Context: an optimization exercise on an open-source flow, tuned for small area and a short achievable clock period. The choices shown serve that exercise and are no tape-out recipe.
At most, simulation tests tie the RTL to the original design; equivalence was not proved.

Setup of quartz:
Design izhikevich, start of the top module:
module izhikevich (clk, a, b, c, d, v, u, i, v_prime, u_prime, fired);
Settings: LEC_CHECK=0, CAP_MARGIN=20, CORE_MARGIN=2, CORE_UTILIZATION=40, SLEW_MARGIN=20; clock period 24.0 ns.
standard.sh (not shown) runs the stock make flow with config.mk's settings and CLKGATE_MAP_FILE= SYNTH_SCRIPT=/design/flow/synth_recipe.tcl, a recipe that flattens the netlist after the stock synthesis.
==> flow/flow/run.sh <==
#!/bin/bash
# Standard ORFS layout (the standard.sh, unchanged synthesis), with the
# timing-repair steps aiming for a larger setup slack than the default.
set -euo pipefail
bash standard.sh SETUP_SLACK_MARGIN=12 finish > standard_flow.log 2>&1
In summary, quartz completed successfully, with a layout that passed the timing, DRC and antenna checks.
Relative to quartz, the following input files were edited for amber:
- setting ABC_AREA to 1 for the first time
-- flow/flow/run.sh --
<<< quartz, line 4
set -euo pipefail
bash standard.sh SETUP_SLACK_MARGIN=12 finish > standard_flow.log 2>&1
>>> amber, line 4
set -euo pipefail
bash standard.sh SETUP_SLACK_MARGIN=9 finish > standard_flow.log 2>&1
==> comparison <==
Summary of amber over quartz: global routing usage on met3 essentially unchanged; wire length went down about 3%.
Here is what was changed in the inputs of willow compared with amber.
==> flow/flow/run.sh <==
#!/bin/bash
# Standard ORFS layout (the standard.sh), with Yosys's generic ABC pass
# skipped before adder extraction and the timing repair aiming for more slack.
set -euo pipefail
bash standard.sh SETUP_SLACK_MARGIN=7.5 SYNTH_ARGS=-noabc finish > standard_flow.log 2>&1
==> notes.md <==
[compare] base=amber new=willow: placed cell count shows a reduction of 7.6%.
The last element of the critical path comes out u_prime[16]$_DFF_P_ in one run and u_prime[11]$_DFF_P_ in the other, namely in willow and amber respectively.
willow finished every stage and its layout cleared the timing, DRC and antenna checks.
Required arrival time at the worst endpoint delta (amber -> willow): insignificant
Combined global-route utilization of all metal layers: willow and amber compared, higher one is amber
On data arrival time of the critical path: between willow and amber, it ends up lower for amber.
Edits applied to the flow inputs when going from willow to zinc:
==> flow/flow/run.sh <==
#!/bin/bash
# Standard ORFS layout through the standard.sh, with two changes:
# no full/half-adder cell extraction in synthesis (ABC maps the adder logic
# to ordinary gates), and timing repair aiming for a larger setup slack.
set -euo pipefail
bash standard.sh ADDER_MAP_FILE= SETUP_SLACK_MARGIN=11 finish > standard_flow.log 2>&1
==> comparison <==
Diff willow and zinc: total routing usage reported by global routing higher in zinc. There was hardly any difference in clock network area share between willow and zinc. zinc went all the way through the flow, and no timing, DRC or antenna check failed. willow completed every stage of the flow, and the final layout passed the timing, DRC and antenna checks. Diff willow -> zinc | arrival time at the worst endpoint | decrease of 3.70 ns. The placement-stage worst setup slack of zinc is higher than that of willow. Post-route standard cell area excluding fillers in zinc is about 18% above willow.
## Diff of input files: harbor against zinc
- TNS_END_PERCENT now 50, previously not set
==> flow/flow/run.sh <==
#!/bin/bash
# Standard ORFS layout (the standard.sh, unchanged synthesis), with the
# timing-repair steps aiming for a larger setup slack than the default.
set -euo pipefail
bash standard.sh SETUP_SLACK_MARGIN=7.5 finish > standard_flow.log 2>&1
Notes after the runs:
harbor vs zinc — total die area dropped 17%.
harbor vs. zinc: wire length of the first global-routing pass now smaller; routed wire length fell by 34%; number of buffer and inverter instances along the worst setup path higher.
Worst setup margin delta (harbor − zinc): unfavourable

---

job 1316:
izhikevich, a different RTL version from the one above (not shown whole).
For scale: ~7,000 cells after synthesis, about 35 flip-flops, ~160 I/O pins, ~34,000 um2 of cells after synthesis.
==> flow/config.mk <==
export PLATFORM = sky130hd
export DESIGN_NAME = izhikevich
export DESIGN_NICKNAME = izhikevich
export VERILOG_FILES = /design/flow/design.v
export SDC_FILE = /design/flow/constraint.sdc
export NUM_CORES = 4
export LEC_CHECK = 0
export ABC_AREA = 1
export CAP_MARGIN = 20
export CORE_MARGIN = 2
export CORE_UTILIZATION = 50
export SLEW_MARGIN = 20
==> flow/constraint.sdc <==
create_clock -name core_clock -period 24.0 [get_ports {clk}]
set_input_delay 4.8000 -clock core_clock [delete_from_list [all_inputs] [get_ports {clk}]]
set_output_delay 4.8000 -clock core_clock [all_outputs]
set_load 0.01 [all_outputs]
==> flow/flow/run.sh <==
#!/bin/bash
# Standard ORFS layout through the standard.sh, with two changes:
# no full/half-adder cell extraction in synthesis (ABC maps the adder logic
# to ordinary gates), and timing repair aiming for a larger setup slack.
set -euo pipefail
bash standard.sh ADDER_MAP_FILE= SETUP_SLACK_MARGIN=10.5 finish > standard_flow.log 2>&1
Relative to job 1316, the following input files were edited for job 6812:
# job 1316
export LEC_CHECK = 0
export ABC_AREA = 1
export CAP_MARGIN = 20
export CORE_MARGIN = 2
export CORE_UTILIZATION = 50
export SLEW_MARGIN = 20
create_clock -name core_clock -period 24.0 [get_ports {clk}]
# job 6812
export LEC_CHECK = 0
export ABC_AREA = 1
export CAP_MARGIN = 20
export CORE_MARGIN = 2
export CORE_UTILIZATION = 40
export SLEW_MARGIN = 20
create_clock -name core_clock -period 24.0 [get_ports {clk}]
-- flow/flow/run.sh --
<<< job 1316, line 6
bash standard.sh ADDER_MAP_FILE= SETUP_SLACK_MARGIN=10.5 finish > standard_flow.log 2>&1
>>> job 6812, line 6
bash standard.sh ADDER_MAP_FILE= SETUP_SLACK_MARGIN=10 finish > standard_flow.log 2>&1
Looking at the reports, job 6812 completed the entire flow and the layout it produced met the timing, DRC and antenna checks. First-pass GRT wire length grows by a few percent when moving from job 1316 to job 6812. The run showing the greater routing usage on met3 is job 1316. Compared with job 1316, in job 6812 worst setup slack decreased 0.38 ns.
The following lists how job 6771 was set up differently from job 6812:
==> flow/flow/run.sh <==
#!/bin/bash
# Standard ORFS layout (the standard.sh, unchanged synthesis), with the
# timing-repair steps aiming for a larger setup slack than the default.
set -euo pipefail
bash standard.sh SETUP_SLACK_MARGIN=8 finish > standard_flow.log 2>&1
Findings:
Diff job 6812 -> job 6771: number of well taps fell 14%, routing usage on met1 fell 4.6 points, area after synthesis fell 17%. Largest family of logic cells by synthesized area: simple AND/OR/NAND/NOR gates -> job 6812, adder cells -> job 6771. Going from job 6812 to job 6771, aggregate routed wire length decreased 37 mm; non-clock buffer count rose 132; site row count dropped 10. Final cell count (job 6812 / job 6771): 1.7. A termination of the worst setup path of u_prime[11] is what job 6771 shows, while v_prime[2] belongs to job 6812.
What job 527 does differently from job 6771 at the input level:
# job 6771
export LEC_CHECK = 0
export ABC_AREA = 1
export CAP_MARGIN = 20
export CORE_MARGIN = 2
export CORE_UTILIZATION = 40
export SLEW_MARGIN = 20
create_clock -name core_clock -period 24.0 [get_ports {clk}]
# job 527
export LEC_CHECK = 0
export ABC_AREA = 1
export CAP_MARGIN = 20
export CORE_MARGIN = 2
export CORE_UTILIZATION = 50
export SLEW_MARGIN = 20
create_clock -name core_clock -period 24.0 [get_ports {clk}]
==> flow/flow/run.sh <==
#!/bin/bash
# Standard ORFS layout through the standard.sh, with two changes:
# no full/half-adder cell extraction in synthesis (ABC maps the adder logic
# to ordinary gates), and timing repair aiming for a larger setup slack.
set -euo pipefail
bash standard.sh ADDER_MAP_FILE= SETUP_SLACK_MARGIN=10 finish > standard_flow.log 2>&1
Results
- Job 6771 vs job 527, largest family of logic cells by synthesized area: adder cells vs simple AND/OR/NAND/NOR gates
- Highest routed metal layer = met5: job 6771; highest routed metal layer = met4: job 527
- In job 527, the fmax came out about 20% above the value in job 6771.
- Job 527: number of stages on the worst setup path higher than job 6771
- Going from job 6771 to job 527, synthesis-to-layout area growth shrank by 13 points, net count reported at finish grew by 2,536.
- Compared with job 6771, job 527 shows a wire length that is about 36% higher.
- Between job 527 and job 6771, it is job 527 whose width of the chip is lower, by 4.1 um.
- Maximum cell stage delay along the critical path: job 6771 and job 527 compared, higher one is job 527

---

Another version of the RTL of izhikevich (not shown whole).
For scale: roughly 35 flip-flops, about 0.027 mm2 of cells after synthesis.
// izhikevich
module izhikevich (clk, a, b, c, d, v, u, i, v_prime, u_prime, fired);
  input clk;
  input [16:0] a, b, c, d, v, u, i;
  output reg [16:0] v_prime, u_prime;
  output reg fired;
  wire n1 = v[0] & v[2];
  wire n2 = v[0] ^ v[2];
  wire n3 = v[1] & v[3];
  wire n4 = v[1] ^ v[3];
  wire n5 = v[2] & v[4];
  wire n6 = v[2] ^ v[4];
  wire n7 = v[3] & v[5];
  wire n8 = v[3] ^ v[5];
  wire n9 = v[4] & v[6];
  wire n10 = v[4] ^ v[6];
  wire n11 = v[5] & v[7];
  wire n12 = v[5] ^ v[7];
  wire n13 = v[6] & v[8];
  wire n14 = v[6] ^ v[8];
  wire n15 = v[7] & v[9];
  wire n16 = v[7] ^ v[9];
  wire n17 = v[8] & v[10];
  wire n18 = v[8] ^ v[10];
  wire n19 = v[9] & v[11];
  wire n20 = v[9] ^ v[11];
  wire n21 = v[10] & v[12];
  wire n22 = v[10] ^ v[12];
  wire n23 = v[11] & v[13];
  wire n24 = v[11] ^ v[13];
  wire n25 = v[12] & v[14];
  wire n26 = v[12] ^ v[14];
  wire n27 = v[13] & v[15];
  wire n28 = v[13] ^ v[15];
  wire n29 = v[1] & v[0];
  wire n30 = n4 & n1;
  wire n31 = n3 | n30;
  wire n32 = n4 & n2;
  wire n33 = n8 & n5;
  wire n34 = n7 | n33;
  wire n35 = n8 & n6;
  wire n36 = n12 & n9;
  wire n37 = n11 | n36;
  wire n38 = n12 & n10;
  wire n39 = n16 & n13;
  wire n40 = n15 | n39;
  ...
==> flow/config.mk <==
export PLATFORM = sky130hd
export DESIGN_NAME = izhikevich
export DESIGN_NICKNAME = izhikevich
export VERILOG_FILES = /design/flow/design.v
export SDC_FILE = /design/flow/constraint.sdc
export NUM_CORES = 4
export LEC_CHECK = 0
export CAP_MARGIN = 20
export CORE_MARGIN = 2
export CORE_UTILIZATION = 40
export SETUP_SLACK_MARGIN = 5
export SLEW_MARGIN = 20
==> flow/constraint.sdc <==
create_clock -name core_clock -period 24.0 [get_ports {clk}]
set_input_delay 4.8000 -clock core_clock [delete_from_list [all_inputs] [get_ports {clk}]]
set_output_delay 4.8000 -clock core_clock [all_outputs]
set_load 0.01 [all_outputs]
run.sh (not shown) runs the stock make flow with config.mk's settings and CLKGATE_MAP_FILE= SYNTH_SCRIPT=/design/flow/synth_recipe.tcl, a recipe that flattens the netlist after the stock synthesis.
Stock flow here: none of the scripts above is used.
The baseline produced a clean layout.
Rerun with:
--- a/flow/config.mk
+++ b/flow/config.mk
@@ -11 +10,0 @@
-export SETUP_SLACK_MARGIN = 5
What happened: Clock-buffer cell count is unchanged. Synthesized cell count does not change. Final area decreases by 1.4%. Hold slack barely changes. Utilization decreases by 0.60 points. Wire length decreases by about 0.6%. Via count decreases by 0.91%.
No run of this note included a check of the RTL's function; only the layout flow was run.

---

JK:
izhikevich with an RTL version that a note above also has.
Size: ~7,000 cells after synthesis, about 35 flip-flops, roughly 160 I/O pins, roughly 34,000 um^2 of cells after synthesis.
export LEC_CHECK = 0
export ABC_AREA = 1
export CAP_MARGIN = 20
export CORE_MARGIN = 2
export CORE_UTILIZATION = 40
export SLEW_MARGIN = 20
create_clock -name core_clock -period 24.0 [get_ports {clk}]
standard.sh (not shown) runs the stock make flow with config.mk's settings and CLKGATE_MAP_FILE= SYNTH_SCRIPT=/design/flow/synth_recipe.tcl, a recipe that flattens the netlist after the stock synthesis.
==> flow/flow/run.sh <==
#!/bin/bash
# Standard ORFS layout through the standard.sh, with two changes:
# no full/half-adder cell extraction in synthesis (ABC maps the adder logic
# to ordinary gates), and timing repair aiming for a larger setup slack.
set -euo pipefail
bash standard.sh ADDER_MAP_FILE= SETUP_SLACK_MARGIN=10 finish > standard_flow.log 2>&1
JK did not stop at any stage, and its layout met the timing, DRC and antenna checks.
--- input diff JK..MS ---
# JK
export LEC_CHECK = 0
export ABC_AREA = 1
export CAP_MARGIN = 20
export CORE_MARGIN = 2
export CORE_UTILIZATION = 40
export SLEW_MARGIN = 20
create_clock -name core_clock -period 24.0 [get_ports {clk}]
# MS
export LEC_CHECK = 0
export CAP_MARGIN = 20
export CORE_MARGIN = 2
export CORE_UTILIZATION = 40
export SLEW_MARGIN = 20
create_clock -name core_clock -period 24.0 [get_ports {clk}]
==> flow/run.sh (new file) <==
#!/bin/bash
# synth_recipe.tcl (not shown) runs the flow's synth.tcl, then flattens the netlist and writes it again
# the make line also repeats each setting of config.mk as NAME=value (left out here)
make -C /OpenROAD-flow-scripts/flow DESIGN_CONFIG=/design/flow/config.mk WORK_HOME=/design/flow/orfs CLKGATE_MAP_FILE= SYNTH_SCRIPT=/design/flow/synth_recipe.tcl finish
removed: flow/flow/run.sh
removed: flow/standard.sh
### Flow results
- Taking JK as the reference, in MS final weighted congestion in routability-driven placement lower, maximum frequency from static timing analysis decreased by 29% relative to the old numbers.
- Diff JK -> MS | area after synthesis | down by more than 10%
- Relative to JK, the clock buffer count of MS is lower by 1.
- Changes observed in MS relative to JK: clock period minus worst slack climbed 5.46 ns, via count decreased 19,200.
- u_prime[3] as the end point of the critical path was reported by MS, and u_prime[13] by JK.
> inputs changed (MS -> AL)
# MS
export LEC_CHECK = 0
export CAP_MARGIN = 20
export CORE_MARGIN = 2
export CORE_UTILIZATION = 40
export SLEW_MARGIN = 20
create_clock -name core_clock -period 24.0 [get_ports {clk}]
# AL
export LEC_CHECK = 0
export ABC_AREA = 1
export CAP_MARGIN = 20
export CORE_MARGIN = 2
export CORE_UTILIZATION = 55
export SLEW_MARGIN = 20
create_clock -name core_clock -period 24.0 [get_ports {clk}]
==> flow/flow/run.sh (new file) <==
#!/bin/bash
# Standard ORFS layout (the standard.sh, unchanged synthesis), with the
# timing-repair steps aiming for a larger setup slack than the default.
set -euo pipefail
bash standard.sh SETUP_SLACK_MARGIN=7.5 finish > standard_flow.log 2>&1
==> flow/standard.sh (new file) <==
#!/bin/bash
# synth_recipe.tcl (not shown) runs the flow's synth.tcl, then flattens the netlist and writes it again
# the make line also repeats each setting of config.mk as NAME=value (left out here)
make -C /OpenROAD-flow-scripts/flow DESIGN_CONFIG=/design/flow/config.mk WORK_HOME=/design/flow/orfs CLKGATE_MAP_FILE= SYNTH_SCRIPT=/design/flow/synth_recipe.tcl "${@:-finish}"
removed: flow/run.sh
### Flow results
- AL did not stop at any stage, and its layout met the timing, DRC and antenna checks.
- Clock network area share across AL and MS: no real change.
- Going from MS to AL, starting utilization of the core area picked up an extra 15 points, area of all sequential standard cells now sits at about the same level.
- MS → AL: sequential share of layout area saw little to no change, number of gates resized after cts up 103, fraction of the core area covered by cells at the end of the flow has increased, via count saw an increase.
- Against MS, AL comes in 6.2 points higher on area growth from synthesis to layout.
- AL vs MS: synthesized cell area down in AL
- Of AL and MS, the higher post-synthesis cell count belongs to AL.
- The higher shortest period the worst path allows came out of MS.

---

izhikevich, a different RTL version from the one above (not shown whole).
Size in the first run: roughly 3,700 cells after synthesis, ~35 flip-flops, about 160 I/O pins, ~28,000 µm² of cells after synthesis.
export LEC_CHECK = 0
export ABC_AREA = 1
export CAP_MARGIN = 20
export CORE_MARGIN = 2
export CORE_UTILIZATION = 40
export SLEW_MARGIN = 20
create_clock -name core_clock -period 24.0 [get_ports {clk}]
==> flow/flow/run.sh <==
#!/bin/bash
# Standard ORFS layout (the standard.sh, unchanged synthesis), with the
# timing-repair steps aiming for a larger setup slack than the default.
set -euo pipefail
bash standard.sh SETUP_SLACK_MARGIN=7 finish > standard_flow.log 2>&1
Next try:
--- a/flow/flow/run.sh
+++ b/flow/flow/run.sh
@@ -4,2 +4,2 @@
 set -euo pipefail
-bash standard.sh SETUP_SLACK_MARGIN=7 finish > standard_flow.log 2>&1
+bash standard.sh SETUP_SLACK_MARGIN=8 finish > standard_flow.log 2>&1
Routed wire length grows by 6.6%.
Cell count grows by about 3.4%.
Design area grows by 7.5%.
Core utilization grows by 3.4 points.
Worst hold slack stays flat.
Fmax grows by about 2.4%.
Worst setup slack is better by 380 ps.
No run of this note included a check of the RTL's function; only the layout flow was run.

## what the ideal ports hide
In the flow no input, the clock included, has a driving cell. The finished layouts below were timed again as built, in two steps. Step 1 assumes that a clkbuf_16 drives the clock port and a buf_2 every other input. Step 2 times the ports against the registers' clock, not the clock port: input delays grow and output delays shrink by t, the midpoint of the rising clock arrivals with the driver on. a / b / c = ideal / step 1 / step 2; a / b = the first two.
run | t (ns) | setup slack, ns | worst hold slack (ns) | worst register clock-pin slew, ns
quartz | 0.336 | 7.776 / 7.781 / 7.446 | 5.054 / 5.033 / 5.369 | 0.07 / 0.07
amber | 0.310 | 8.696 / 8.628 / 8.318 | 5.043 / 5.037 / 5.347 | 0.06 / 0.06
willow | 0.315 | 7.714 / 7.706 / 7.392 | 5.057 / 5.047 / 5.361 | 0.06 / 0.06
zinc | 0.363 | 11.519 / 11.552 / 11.189 | 5.049 / 5.027 / 5.390 | 0.07 / 0.07
harbor | 0.312 | 8.020 / 8.022 / 7.709 | 5.036 / 5.026 / 5.338 | 0.06 / 0.06
job 1316 | 0.311 | 11.248 / 11.259 / 10.948 | 5.070 / 5.063 / 5.374 | 0.06 / 0.06
job 6812 | 0.311 | 10.869 / 10.876 / 10.565 | 5.058 / 5.059 / 5.371 | 0.06 / 0.06
job 6771 | 0.320 | 8.276 / 8.281 / 7.962 | 5.025 / 5.014 / 5.333 | 0.07 / 0.07
job 527 | 0.310 | 10.839 / 10.854 / 10.544 | 5.068 / 5.062 / 5.372 | 0.06 / 0.06
the first run of note 3 | 0.323 | 5.662 / 5.676 / 5.353 | 5.056 / 5.038 / 5.361 | 0.06 / 0.06
the second run of note 3 | 0.323 | 3.555 / 3.571 / 3.249 | 5.056 / 5.038 / 5.361 | 0.06 / 0.06
JK | 0.362 | 10.750 / 10.780 / 10.418 | 5.050 / 5.030 / 5.392 | 0.07 / 0.07
MS | 0.334 | 5.289 / 5.256 / 4.922 | 5.043 / 5.024 / 5.358 | 0.06 / 0.06
AL | 0.325 | 7.866 / 7.879 / 7.554 | 5.054 / 5.036 / 5.361 | 0.06 / 0.06
the first run of note 5 | 0.340 | 7.712 / 7.735 / 7.396 | 5.037 / 5.015 / 5.354 | 0.06 / 0.06
the second run of note 5 | 0.335 | 8.093 / 8.091 / 7.756 | 5.035 / 5.008 / 5.343 | 0.06 / 0.06
After both steps setup and hold are still met in every run listed. The setup slack of amber, which loses most, moves by -0.068 ns with the drivers and by -0.378 ns with both steps.
